This is an optimization exercise on Yosys and OpenROAD, whose aim is a short achievable clock period and few clock cycles, not a production implementation. Function was checked by simulation only, so behaviour that the tests miss may differ from the original.

==> inputs of ember <==
==> flow/design.v <==
module ARM (
    input clk,
    input rst,
    output [31:0] imem_addr,
    input [31:0] imem_data,
    output [17:0] SRAM_ADDR,
    output [15:0] SRAM_DQ_O,
    input [15:0] SRAM_DQ_I,
    output SRAM_WE_N
);
  wire adv;   
  reg  [31:0] pc;
  wire [31:0] pc4 = pc + 32'd4;
  wire        br_taken;
  reg  [31:0] e_target;
  always @(posedge clk)
    if (rst) pc <= 32'd0;
    else if (adv) pc <= br_taken ? e_target : pc4;
  assign imem_addr = pc;
  reg [31:0] d_inst, d_pc4;
  reg        d_valid;
  always @(posedge clk)
    if (rst) d_valid <= 1'b0;
    else if (adv) d_valid <= 1'b1;
  always @(posedge clk)
    if (adv) begin
      d_inst <= imem_data;
      d_pc4  <= pc4;
    end
  wire [3:0] d_cond = d_inst[31:28];
  wire [1:0] d_mode = d_inst[27:26];
  wire d_I = d_inst[25];
  wire [3:0] d_opc = d_inst[24:21];
  wire d_Sb = d_inst[20];
  wire [3:0] d_rn = d_inst[19:16];
  wire [3:0] d_rd = d_inst[15:12];
  wire [11:0] d_sh = d_inst[11:0];
  wire d_dp = d_valid & (d_mode == 2'b00);
  wire d_mem = d_valid & (d_mode == 2'b01) & (d_opc == 4'b0100);
  wire d_ldr = d_mem & d_Sb;
  wire d_str = d_mem & ~d_Sb;
  wire d_b = d_valid & (d_mode == 2'b10) & d_I;
  wire o_mov = d_opc == 4'b1101, o_mvn = d_opc == 4'b1111, o_add = d_opc == 4'b0100,
       o_adc = d_opc == 4'b0101, o_sub = d_opc == 4'b0010, o_sbc = d_opc == 4'b0110,
       o_and = d_opc == 4'b0000, o_orr = d_opc == 4'b1100, o_eor = d_opc == 4'b0001,
       o_cmp = d_opc == 4'b1010;
  wire d_wb = (d_dp & (o_mov | o_mvn | o_add | o_adc | o_sub | o_sbc | o_and | o_orr | o_eor)) | d_ldr;
  wire d_S = d_dp & d_Sb;
  wire a_mov = d_dp & o_mov;
  wire a_mvn = d_dp & o_mvn;
  wire a_add = (d_dp & o_add) | d_mem;
  wire a_adc = d_dp & o_adc;
  wire a_sub = d_dp & (o_sub | o_cmp);
  wire a_sbc = d_dp & o_sbc;
  wire a_orr = d_dp & o_orr;
  wire a_eor = d_dp & o_eor;
  wire a_and = d_dp & ~(o_mov | o_mvn | o_add | o_adc | o_sub | o_cmp | o_sbc | o_orr | o_eor);
  wire [3:0] d_src1 = d_rn;
  wire [3:0] d_src2 = d_str ? d_rd : d_sh[3:0];
  wire d_use1 = d_mem | (d_dp & ~(o_mov | o_mvn));
  wire d_use2 = d_str | (d_dp & ~d_I);
  wire [3:0] rotate_imm = d_sh[11:8];
  wire [7:0] immed_8 = d_sh[7:0];
  reg [31:0] shift_buffer, rot_imm;
  always @* begin
    shift_buffer = {24'd0, immed_8};
    rot_imm = shift_buffer >> (rotate_imm << 1) | shift_buffer << (32 - (rotate_imm << 1));
  end
  wire d_selimm = d_mem | d_I;
  wire [31:0] d_imm = d_mem ? {20'b0, d_sh} : rot_imm;
  wire [4:0] shift_imm = d_sh[11:7];
  wire [1:0] shift = d_sh[6:5];
  wire d_len = (shift == 2'b00) | (shift == 2'b11);
  wire [4:0] d_lamt = shift_imm;
  wire d_ren = (shift == 2'b01) | (shift == 2'b10) | ((shift == 2'b11) & (shift_imm <= 5'd5));
  wire [4:0] d_ramt = (shift == 2'b11) ? (5'd5 - shift_imm) : shift_imm;
  wire [31:0] d_target = d_pc4 + {{6{d_inst[23]}}, d_inst[23:0], 2'b00};
  reg [31:0] rf[0:15];
  reg w2_wb_en, w2_pend, w2_tag;
  reg [3:0] w2_dest;
  reg [31:0] w2_res;
  reg ld_now, ld_now_tag;
  reg [15:0] ld_lo;
  wire w2_arrive = w2_pend & ld_now & (w2_tag == ld_now_tag);
  wire [31:0] w2_val = w2_pend ? {SRAM_DQ_I, ld_lo} : w2_res;
  reg [15:0] rf_wr;
  always @(posedge clk)
    if (rst) rf_wr <= 16'd0;
    else if (adv & w2_wb_en) rf_wr[w2_dest] <= 1'b1;
  always @(posedge clk)
    if (adv & w2_wb_en) rf[w2_dest] <= w2_val;
  wire [31:0] rf1 = rf_wr[d_src1] ? rf[d_src1] : {28'd0, d_src1};
  wire [31:0] rf2 = rf_wr[d_src2] ? rf[d_src2] : {28'd0, d_src2};
  wire [31:0] d_val1 = (w2_wb_en && w2_dest == d_src1) ? w2_val : rf1;
  wire [31:0] d_val2 = (w2_wb_en && w2_dest == d_src2) ? w2_val : rf2;
  reg [3:0] e_cond, e_dest;
  reg e_wb, e_S, e_ldr, e_str, e_b, e_use1, e_use2;
  reg e_mov, e_mvn, e_add, e_adc, e_sub, e_sbc, e_and, e_orr, e_eor;
  reg [31:0] e_val1, e_val2, e_imm;
  reg e_selimm, e_len, e_ren;
  reg [4:0] e_lamt, e_ramt;
  reg [3:0] e_s1, e_s2;
  reg m_wb_en, m_pend, m_tag;
  reg [3:0] m_dest;
  reg [31:0] m_res;
  reg w_wb_en, w_pend, w_tag;
  reg [3:0] w_dest;
  reg [31:0] w_res;
  wire e_wb_now;   
  wire n1_w = (d_src1 == m_dest) & m_wb_en;
  wire n1_m = ~n1_w & (d_src1 == e_dest) & e_wb_now;
  wire n1_2 = ~n1_w & ~n1_m & (d_src1 == w_dest) & w_wb_en;
  wire n2_w = (d_src2 == m_dest) & m_wb_en;
  wire n2_m = ~n2_w & (d_src2 == e_dest) & e_wb_now;
  wire n2_2 = ~n2_w & ~n2_m & (d_src2 == w_dest) & w_wb_en;
  always @(posedge clk)
    if (rst) begin
      {e_wb, e_S, e_ldr, e_str, e_b, e_use1, e_use2} <= 7'b0;
    end else if (adv) begin
      e_wb <= d_wb;
      e_S <= d_S;
      e_ldr <= d_ldr;
      e_str <= d_str;
      e_b <= d_b;
      e_use1 <= d_use1;
      e_use2 <= d_use2;
    end
  always @(posedge clk)
    if (adv) begin
      e_cond <= d_cond;
      e_dest <= d_rd;
      {e_mov, e_mvn, e_add, e_adc, e_sub, e_sbc, e_and, e_orr, e_eor} <=
          {a_mov, a_mvn, a_add, a_adc, a_sub, a_sbc, a_and, a_orr, a_eor};
      e_val1 <= d_val1;
      e_val2 <= d_val2;
      e_imm <= d_imm;
      e_selimm <= d_selimm;
      e_len <= d_len;
      e_ren <= d_ren;
      e_lamt <= d_lamt;
      e_ramt <= d_ramt;
      e_target <= d_target;
      e_s1 <= {~(n1_w | n1_m | n1_2), n1_2, n1_m, n1_w};
      e_s2 <= {~(n2_w | n2_m | n2_2), n2_2, n2_m, n2_w};
    end
  reg [3:0] flags;   
  wire fN = flags[3], fZ = flags[2], fC = flags[1], fV = flags[0];
  reg pass;
  always @* begin
    case (e_cond)
      4'd0: pass = fZ;
      4'd1: pass = ~fZ;
      4'd2: pass = fC;
      4'd3: pass = ~fC;
      4'd4: pass = fN;
      4'd5: pass = ~fN;
      4'd6: pass = fV;
      4'd7: pass = ~fV;
      4'd8: pass = fC & ~fZ;
      4'd9: pass = ~fC & fZ;
      4'd10: pass = fN == fV;
      4'd11: pass = fN != fV;
      4'd12: pass = ~fZ & (fN == fV);
      4'd13: pass = fZ | (fN != fV);
      default: pass = 1'b1;
    endcase
  end
  wire s1_w = e_s1[0], s1_m = e_s1[1], s1_2 = e_s1[2], s1_i = e_s1[3];
  wire s2_w = e_s2[0], s2_m = e_s2[1], s2_2 = e_s2[2], s2_i = e_s2[3];
  wire [31:0] op1 = ({32{s1_w}} & w_res) | ({32{s1_m}} & m_res) | ({32{s1_2}} & w2_res) | ({32{s1_i}} & e_val1);
  wire [31:0] op2 = ({32{s2_w}} & w_res) | ({32{s2_m}} & m_res) | ({32{s2_2}} & w2_res) | ({32{s2_i}} & e_val2);
  wire pend1 = (s1_w & w_pend) | (s1_m & m_pend) | (s1_2 & w2_pend);
  wire pend2 = (s2_w & w_pend) | (s2_m & m_pend) | (s2_2 & w2_pend);
  wire [31:0] shl = e_len ? (op2 << e_lamt) : 32'd0;
  wire [31:0] shr = e_ren ? (op2 >> e_ramt) : 32'd0;
  wire [31:0] a = op1;
  wire [31:0] b = e_selimm ? e_imm : (shl | shr);
  wire inv = e_sub | e_sbc;
  wire [31:0] bb = inv ? ~b : b;
  wire cin = (e_adc & fC) | e_sub | (e_sbc & ~fC);
  wire [32:0] sum = {1'b0, a} + {1'b0, bb} + {32'd0, cin};
  wire arith = e_add | e_adc | e_sub | e_sbc;
  wire [31:0] lres = ({32{e_mov}} & b) | ({32{e_mvn}} & ~b) |
                     ({32{e_and}} & (a & b)) | ({32{e_orr}} & (a | b)) | ({32{e_eor}} & (a ^ b));
  wire [31:0] res = ({32{arith}} & sum[31:0]) | lres;
  wire [31:0] zk = {a[30:0] | bb[30:0], cin};
  wire zsum = ((a ^ bb) ^ zk) == 32'd0;
  wire rN = res[31];
  wire rZ = arith ? zsum : (lres == 32'd0);
  wire a_pos = ~a[31] & (a != 32'd0);
  wire b_pos = ~b[31] & (b != 32'd0);
  wire r_pos = ~res[31] & ~rZ;
  wire rC = (e_add & (a[31] ^ b[31] ^ sum[32])) | (e_adc & sum[32]);
  wire rV = ((e_add | e_adc) & ((a_pos & b_pos & res[31]) | (a[31] & b[31] & r_pos))) |
            ((e_sub | e_sbc) & ((a_pos & b[31] & res[31]) | (a[31] & b_pos & r_pos)));
  wire e_memop = (e_ldr | e_str) & pass;
  assign e_wb_now = e_wb & pass;
  assign br_taken = e_b & pass;
  localparam [1:0] S_IDLE = 2'd0, S_STLO = 2'd1, S_LDLO = 2'd2, S_HI = 2'd3;
  reg [1:0] sst;
  reg hi_ld, ld_tag;
  reg [17:0] sa;
  reg swe_n;
  reg [15:0] sdo, st_hi;
  wire port_busy = (sst == S_STLO) | (sst == S_LDLO);
  wire stall = (e_memop & port_busy) | (pass & ((e_use1 & pend1) | (e_use2 & pend2)));
  assign adv = ~stall;
  wire issue = adv & e_memop;
  always @(posedge clk) begin
    if ((sst == S_HI) & hi_ld) ld_lo <= SRAM_DQ_I;
    if (rst) begin
      sst <= S_IDLE;
      swe_n <= 1'b1;
      ld_now <= 1'b0;
      ld_now_tag <= 1'b0;
      hi_ld <= 1'b0;
    end else begin
      ld_now <= (sst == S_HI) & hi_ld;
      ld_now_tag <= ld_tag;
      if (issue) begin
        sa <= {sum[18:2], 1'b0};
        swe_n <= ~e_str;
        sdo <= op2[15:0];
        st_hi <= op2[31:16];
        sst <= e_str ? S_STLO : S_LDLO;
        if (e_ldr) ld_tag <= ~ld_tag;
      end else begin
        case (sst)
          S_STLO: begin
            sa[0] <= 1'b1;
            sdo <= st_hi;
            swe_n <= 1'b0;
            sst <= S_HI;
            hi_ld <= 1'b0;
          end
          S_LDLO: begin
            sa[0] <= 1'b1;
            swe_n <= 1'b1;
            sst <= S_HI;
            hi_ld <= 1'b1;
          end
          default: begin
            swe_n <= 1'b1;
            sst <= S_IDLE;
          end
        endcase
      end
    end
  end
  assign SRAM_ADDR = sa;
  assign SRAM_WE_N = swe_n;
  assign SRAM_DQ_O = sdo;
  always @(posedge clk)
    if (rst) flags <= 4'd0;
    else if (adv & e_S & pass) flags <= {rN, rZ, rC, rV};
  wire [31:0] ld_word = {SRAM_DQ_I, ld_lo};
  wire nm_wb_en = adv ? (e_wb & pass) : m_wb_en;
  wire nm_pend = adv ? (e_ldr & pass) : m_pend;
  wire nm_tag = adv ? ~ld_tag : m_tag;
  wire [3:0] nm_dest = adv ? e_dest : m_dest;
  wire [31:0] nm_res = adv ? res : m_res;
  wire nw_wb_en = adv ? m_wb_en : w_wb_en;
  wire nw_pend = adv ? m_pend : w_pend;
  wire nw_tag = adv ? m_tag : w_tag;
  wire [3:0] nw_dest = adv ? m_dest : w_dest;
  wire [31:0] nw_res = adv ? m_res : w_res;
  wire n2_wb_en = adv ? w_wb_en : w2_wb_en;
  wire n2_pend = adv ? w_pend : w2_pend;
  wire n2_tag = adv ? w_tag : w2_tag;
  wire [3:0] n2_dest = adv ? w_dest : w2_dest;
  wire [31:0] n2_res = adv ? w_res : w2_res;
  wire am = ld_now & nm_pend & (nm_tag == ld_now_tag);
  wire aw = ld_now & nw_pend & (nw_tag == ld_now_tag);
  wire a2 = ld_now & n2_pend & (n2_tag == ld_now_tag);
  always @(posedge clk)
    if (rst) begin
      {m_wb_en, m_pend, w_wb_en, w_pend, w2_wb_en, w2_pend} <= 6'd0;
    end else begin
      m_wb_en <= nm_wb_en;
      m_pend <= nm_pend & ~am;
      w_wb_en <= nw_wb_en;
      w_pend <= nw_pend & ~aw;
      w2_wb_en <= n2_wb_en;
      w2_pend <= n2_pend & ~a2;
    end
  always @(posedge clk) begin
    m_tag <= nm_tag;
    m_dest <= nm_dest;
    m_res <= am ? ld_word : nm_res;
    w_tag <= nw_tag;
    w_dest <= nw_dest;
    w_res <= aw ? ld_word : nw_res;
    w2_tag <= n2_tag;
    w2_dest <= n2_dest;
    w2_res <= a2 ? ld_word : n2_res;
  end
endmodule
==> flow/run.sh <==
#!/bin/bash
# synth_recipe.tcl (not shown) runs the flow's synth.tcl, then flattens the netlist and writes it again
# the make line also repeats each setting of config.mk as NAME=value (left out here)
make -C /OpenROAD-flow-scripts/flow DESIGN_CONFIG=/design/flow/config.mk WORK_HOME=/design/flow/orfs CLKGATE_MAP_FILE= SYNTH_SCRIPT=/design/flow/synth_recipe.tcl finish
==> flow/config.mk <==
export PLATFORM = sky130hd
export DESIGN_NAME = ARM
export DESIGN_NICKNAME = ARM
export VERILOG_FILES = /design/flow/design.v
export SDC_FILE = /design/flow/constraint.sdc
export NUM_CORES = 4
export LEC_CHECK = 0
export CAP_MARGIN = 20
export CORE_MARGIN = 2
export CORE_UTILIZATION = 40
export PLACE_DENSITY = 0.6
export SETUP_SLACK_MARGIN = 0.4
export SLEW_MARGIN = 20
==> flow/constraint.sdc <==
create_clock -name core_clock -period 21.0 [get_ports {clk}]
set_input_delay 4.2000 -clock core_clock [delete_from_list [all_inputs] [get_ports {clk}]]
set_output_delay 4.2000 -clock core_clock [all_outputs]
set_load 0.01 [all_outputs]
==> inputs of fjord, as changes to ember <==
==> flow/config.mk (replaced) <==
export PLATFORM = sky130hd
export DESIGN_NAME = ARM
export DESIGN_NICKNAME = ARM
export VERILOG_FILES = /design/flow/design.v
export SDC_FILE = /design/flow/constraint.sdc
export NUM_CORES = 4
export LEC_CHECK = 0
export CAP_MARGIN = 70
export CORE_MARGIN = 2
export CORE_UTILIZATION = 55
export PLACE_DENSITY = 0.7
export SETUP_SLACK_MARGIN = 0.4
export SLEW_MARGIN = 70
==> inputs of umber, as changes to ember <==
--- a/flow/design.v
+++ b/flow/design.v
@@ -21,10 +21,12 @@
   reg        d_valid;
   always @(posedge clk)
-    if (rst) d_valid <= 1'b0;
-    else if (adv) d_valid <= 1'b1;
-  always @(posedge clk)
-    if (adv) begin
-      d_inst <= imem_data;
-      d_pc4  <= pc4;
+    if (rst) begin
+      d_valid <= 1'b0;
+      d_inst  <= 32'd0;
+      d_pc4   <= 32'd0;
+    end else if (adv) begin
+      d_valid <= 1'b1;
+      d_inst  <= imem_data;
+      d_pc4   <= pc4;
     end
   wire [3:0] d_cond = d_inst[31:28];
@@ -84,14 +86,11 @@
   wire w2_arrive = w2_pend & ld_now & (w2_tag == ld_now_tag);
   wire [31:0] w2_val = w2_pend ? {SRAM_DQ_I, ld_lo} : w2_res;
-  reg [15:0] rf_wr;
-  always @(posedge clk)
-    if (rst) rf_wr <= 16'd0;
-    else if (adv & w2_wb_en) rf_wr[w2_dest] <= 1'b1;
+  integer i;
   always @(posedge clk)
-    if (adv & w2_wb_en) rf[w2_dest] <= w2_val;
-  wire [31:0] rf1 = rf_wr[d_src1] ? rf[d_src1] : {28'd0, d_src1};
-  wire [31:0] rf2 = rf_wr[d_src2] ? rf[d_src2] : {28'd0, d_src2};
-  wire [31:0] d_val1 = (w2_wb_en && w2_dest == d_src1) ? w2_val : rf1;
-  wire [31:0] d_val2 = (w2_wb_en && w2_dest == d_src2) ? w2_val : rf2;
+    if (rst) begin
+      for (i = 0; i < 16; i = i + 1) rf[i] <= i;
+    end else if (adv & w2_wb_en) rf[w2_dest] <= w2_val;
+  wire [31:0] d_val1 = (w2_wb_en && w2_dest == d_src1) ? w2_val : rf[d_src1];
+  wire [31:0] d_val2 = (w2_wb_en && w2_dest == d_src2) ? w2_val : rf[d_src2];
   reg [3:0] e_cond, e_dest;
   reg e_wb, e_S, e_ldr, e_str, e_b, e_use1, e_use2;
@@ -100,5 +99,5 @@
   reg e_selimm, e_len, e_ren;
   reg [4:0] e_lamt, e_ramt;
-  reg [3:0] e_s1, e_s2;
+  reg [2:0] e_m1, e_m2;
   reg m_wb_en, m_pend, m_tag;
   reg [3:0] m_dest;
@@ -107,15 +106,24 @@
   reg [3:0] w_dest;
   reg [31:0] w_res;
-  wire e_wb_now;   
-  wire n1_w = (d_src1 == m_dest) & m_wb_en;
-  wire n1_m = ~n1_w & (d_src1 == e_dest) & e_wb_now;
-  wire n1_2 = ~n1_w & ~n1_m & (d_src1 == w_dest) & w_wb_en;
-  wire n2_w = (d_src2 == m_dest) & m_wb_en;
-  wire n2_m = ~n2_w & (d_src2 == e_dest) & e_wb_now;
-  wire n2_2 = ~n2_w & ~n2_m & (d_src2 == w_dest) & w_wb_en;
   always @(posedge clk)
     if (rst) begin
       {e_wb, e_S, e_ldr, e_str, e_b, e_use1, e_use2} <= 7'b0;
+      {e_mov, e_mvn, e_add, e_adc, e_sub, e_sbc, e_and, e_orr, e_eor} <= 9'b0;
+      e_cond <= 4'd0;
+      e_dest <= 4'd0;
+      e_val1 <= 32'd0;
+      e_val2 <= 32'd0;
+      e_imm <= 32'd0;
+      e_selimm <= 1'b0;
+      e_len <= 1'b0;
+      e_ren <= 1'b0;
+      e_lamt <= 5'd0;
+      e_ramt <= 5'd0;
+      e_target <= 32'd0;
+      e_m1 <= 3'd0;
+      e_m2 <= 3'd0;
     end else if (adv) begin
+      e_cond <= d_cond;
+      e_dest <= d_rd;
       e_wb <= d_wb;
       e_S <= d_S;
@@ -125,9 +133,4 @@
       e_use1 <= d_use1;
       e_use2 <= d_use2;
-    end
-  always @(posedge clk)
-    if (adv) begin
-      e_cond <= d_cond;
-      e_dest <= d_rd;
       {e_mov, e_mvn, e_add, e_adc, e_sub, e_sbc, e_and, e_orr, e_eor} <=
           {a_mov, a_mvn, a_add, a_adc, a_sub, a_sbc, a_and, a_orr, a_eor};
@@ -141,6 +144,6 @@
       e_ramt <= d_ramt;
       e_target <= d_target;
-      e_s1 <= {~(n1_w | n1_m | n1_2), n1_2, n1_m, n1_w};
-      e_s2 <= {~(n2_w | n2_m | n2_2), n2_2, n2_m, n2_w};
+      e_m1 <= {d_src1 == w_dest, d_src1 == m_dest, d_src1 == e_dest};
+      e_m2 <= {d_src2 == w_dest, d_src2 == m_dest, d_src2 == e_dest};
     end
   reg [3:0] flags;   
@@ -166,8 +169,12 @@
     endcase
   end
-  wire s1_w = e_s1[0], s1_m = e_s1[1], s1_2 = e_s1[2], s1_i = e_s1[3];
-  wire s2_w = e_s2[0], s2_m = e_s2[1], s2_2 = e_s2[2], s2_i = e_s2[3];
-  wire [31:0] op1 = ({32{s1_w}} & w_res) | ({32{s1_m}} & m_res) | ({32{s1_2}} & w2_res) | ({32{s1_i}} & e_val1);
-  wire [31:0] op2 = ({32{s2_w}} & w_res) | ({32{s2_m}} & m_res) | ({32{s2_2}} & w2_res) | ({32{s2_i}} & e_val2);
+  wire s1_w = e_m1[1] & w_wb_en;
+  wire s1_m = ~s1_w & e_m1[0] & m_wb_en;
+  wire s1_2 = ~s1_w & ~s1_m & e_m1[2] & w2_wb_en;
+  wire s2_w = e_m2[1] & w_wb_en;
+  wire s2_m = ~s2_w & e_m2[0] & m_wb_en;
+  wire s2_2 = ~s2_w & ~s2_m & e_m2[2] & w2_wb_en;
+  wire [31:0] op1 = s1_w ? w_res : s1_m ? m_res : s1_2 ? w2_res : e_val1;
+  wire [31:0] op2 = s2_w ? w_res : s2_m ? m_res : s2_2 ? w2_res : e_val2;
   wire pend1 = (s1_w & w_pend) | (s1_m & m_pend) | (s1_2 & w2_pend);
   wire pend2 = (s2_w & w_pend) | (s2_m & m_pend) | (s2_2 & w2_pend);
@@ -181,11 +188,8 @@
   wire [32:0] sum = {1'b0, a} + {1'b0, bb} + {32'd0, cin};
   wire arith = e_add | e_adc | e_sub | e_sbc;
-  wire [31:0] lres = ({32{e_mov}} & b) | ({32{e_mvn}} & ~b) |
-                     ({32{e_and}} & (a & b)) | ({32{e_orr}} & (a | b)) | ({32{e_eor}} & (a ^ b));
-  wire [31:0] res = ({32{arith}} & sum[31:0]) | lres;
-  wire [31:0] zk = {a[30:0] | bb[30:0], cin};
-  wire zsum = ((a ^ bb) ^ zk) == 32'd0;
+  wire [31:0] res = ({32{arith}} & sum[31:0]) | ({32{e_mov}} & b) | ({32{e_mvn}} & ~b) |
+                    ({32{e_and}} & (a & b)) | ({32{e_orr}} & (a | b)) | ({32{e_eor}} & (a ^ b));
   wire rN = res[31];
-  wire rZ = arith ? zsum : (lres == 32'd0);
+  wire rZ = res == 32'd0;
   wire a_pos = ~a[31] & (a != 32'd0);
   wire b_pos = ~b[31] & (b != 32'd0);
@@ -195,5 +199,4 @@
             ((e_sub | e_sbc) & ((a_pos & b[31] & res[31]) | (a[31] & b_pos & r_pos)));
   wire e_memop = (e_ldr | e_str) & pass;
-  assign e_wb_now = e_wb & pass;
   assign br_taken = e_b & pass;
   localparam [1:0] S_IDLE = 2'd0, S_STLO = 2'd1, S_LDLO = 2'd2, S_HI = 2'd3;
@@ -214,5 +217,9 @@
       ld_now <= 1'b0;
       ld_now_tag <= 1'b0;
+      ld_tag <= 1'b0;
       hi_ld <= 1'b0;
+      sa <= 18'd0;
+      sdo <= 16'd0;
+      st_hi <= 16'd0;
     end else begin
       ld_now <= (sst == S_HI) & hi_ld;
@@ -275,23 +282,27 @@
   always @(posedge clk)
     if (rst) begin
-      {m_wb_en, m_pend, w_wb_en, w_pend, w2_wb_en, w2_pend} <= 6'd0;
+      {m_wb_en, m_pend, m_tag, w_wb_en, w_pend, w_tag, w2_wb_en, w2_pend, w2_tag} <= 9'd0;
+      m_dest <= 4'd0;
+      w_dest <= 4'd0;
+      w2_dest <= 4'd0;
+      m_res <= 32'd0;
+      w_res <= 32'd0;
+      w2_res <= 32'd0;
     end else begin
       m_wb_en <= nm_wb_en;
+      m_tag <= nm_tag;
+      m_dest <= nm_dest;
       m_pend <= nm_pend & ~am;
+      m_res <= am ? ld_word : nm_res;
       w_wb_en <= nw_wb_en;
+      w_tag <= nw_tag;
+      w_dest <= nw_dest;
       w_pend <= nw_pend & ~aw;
+      w_res <= aw ? ld_word : nw_res;
       w2_wb_en <= n2_wb_en;
+      w2_tag <= n2_tag;
+      w2_dest <= n2_dest;
       w2_pend <= n2_pend & ~a2;
+      w2_res <= a2 ? ld_word : n2_res;
     end
-  always @(posedge clk) begin
-    m_tag <= nm_tag;
-    m_dest <= nm_dest;
-    m_res <= am ? ld_word : nm_res;
-    w_tag <= nw_tag;
-    w_dest <= nw_dest;
-    w_res <= aw ? ld_word : nw_res;
-    w2_tag <= n2_tag;
-    w2_dest <= n2_dest;
-    w2_res <= a2 ? ld_word : n2_res;
-  end
 endmodule
==> flow/config.mk (replaced) <==
export PLATFORM = sky130hd
export DESIGN_NAME = ARM
export DESIGN_NICKNAME = ARM
export VERILOG_FILES = /design/flow/design.v
export SDC_FILE = /design/flow/constraint.sdc
export NUM_CORES = 4
export LEC_CHECK = 0
export CAP_MARGIN = 70
export CORE_MARGIN = 2
export CORE_UTILIZATION = 55
export PLACE_DENSITY = 0.7
export SETUP_SLACK_MARGIN = 0.4
export SLEW_MARGIN = 70
==> results.json <==
{
  "status": "complete, no violations",
  "yosysMostFrequentCell": "edfxtp_1",
  "grt_use_met2_pct": 43.1,
  "design_area_um2": 63100,
  "rows": 137,
  "critPathCapture": "m_res[30]"
}
That was ember.
==> results.json <==
{
  "critPathCapture": "m_res[30]",
  "cts_resized": 0,
  "rows": 117,
  "fillers": 7565,
  "design_area_um2": 64700,
  "status": "complete, no violations",
  "synth_compound_area_share_pct": 11.6,
  "grt_use_met2_pct": 56.7,
  "routed-wl-met2_um": 88200,
  "yosysMostFrequentCell": "edfxtp_1",
  "buffers_excl_clock": 311
}
That was fjord.
==> results.json <==
{
  "status": "complete, no violations",
  "rows": 119,
  "critPathCapture": "flags[0]",
  "cts_setup_buffers": 0,
  "inverters": 109,
  "grt_use_met2_pct": 65.0,
  "yosysMostFrequentCell": "nor2_1",
  "design_area_um2": 68500
}
That was umber.
Testbench counts of ember, summed over its fixed seeds: cycles 43,177.
Testbench counts of fjord, summed over its fixed seeds: cycles 43,177.
Testbench counts of umber, summed over its fixed seeds: cycles 43,177.

[separate check: timing with driven ports]
How much do the figures lean on ideal ports? The routed layouts below were timed once more, with nothing changed but the port constraints. Step 1: set_driving_cell puts a clkbuf_16 on clk and a buf_2 on each other input, an assumption about the parent block. Step 2 also shifts input and output timing later by t, the mid clock arrival at the registers, as if the neighbouring blocks saw the same clock. Slacks: no drivers / after step 1 / after step 2; pairs: no drivers / after step 1.
run | t (ns) | setup slack, ns | worst setup path after step 2
ember | 0.810 | 13.529 / 13.529 / 13.529 | register to register
fjord | 0.773 | 14.329 / 14.329 / 14.329 | register to register
umber | 0.777 | 12.737 / 12.737 / 12.737 | register to register
After both steps setup and hold are still met in every run listed.
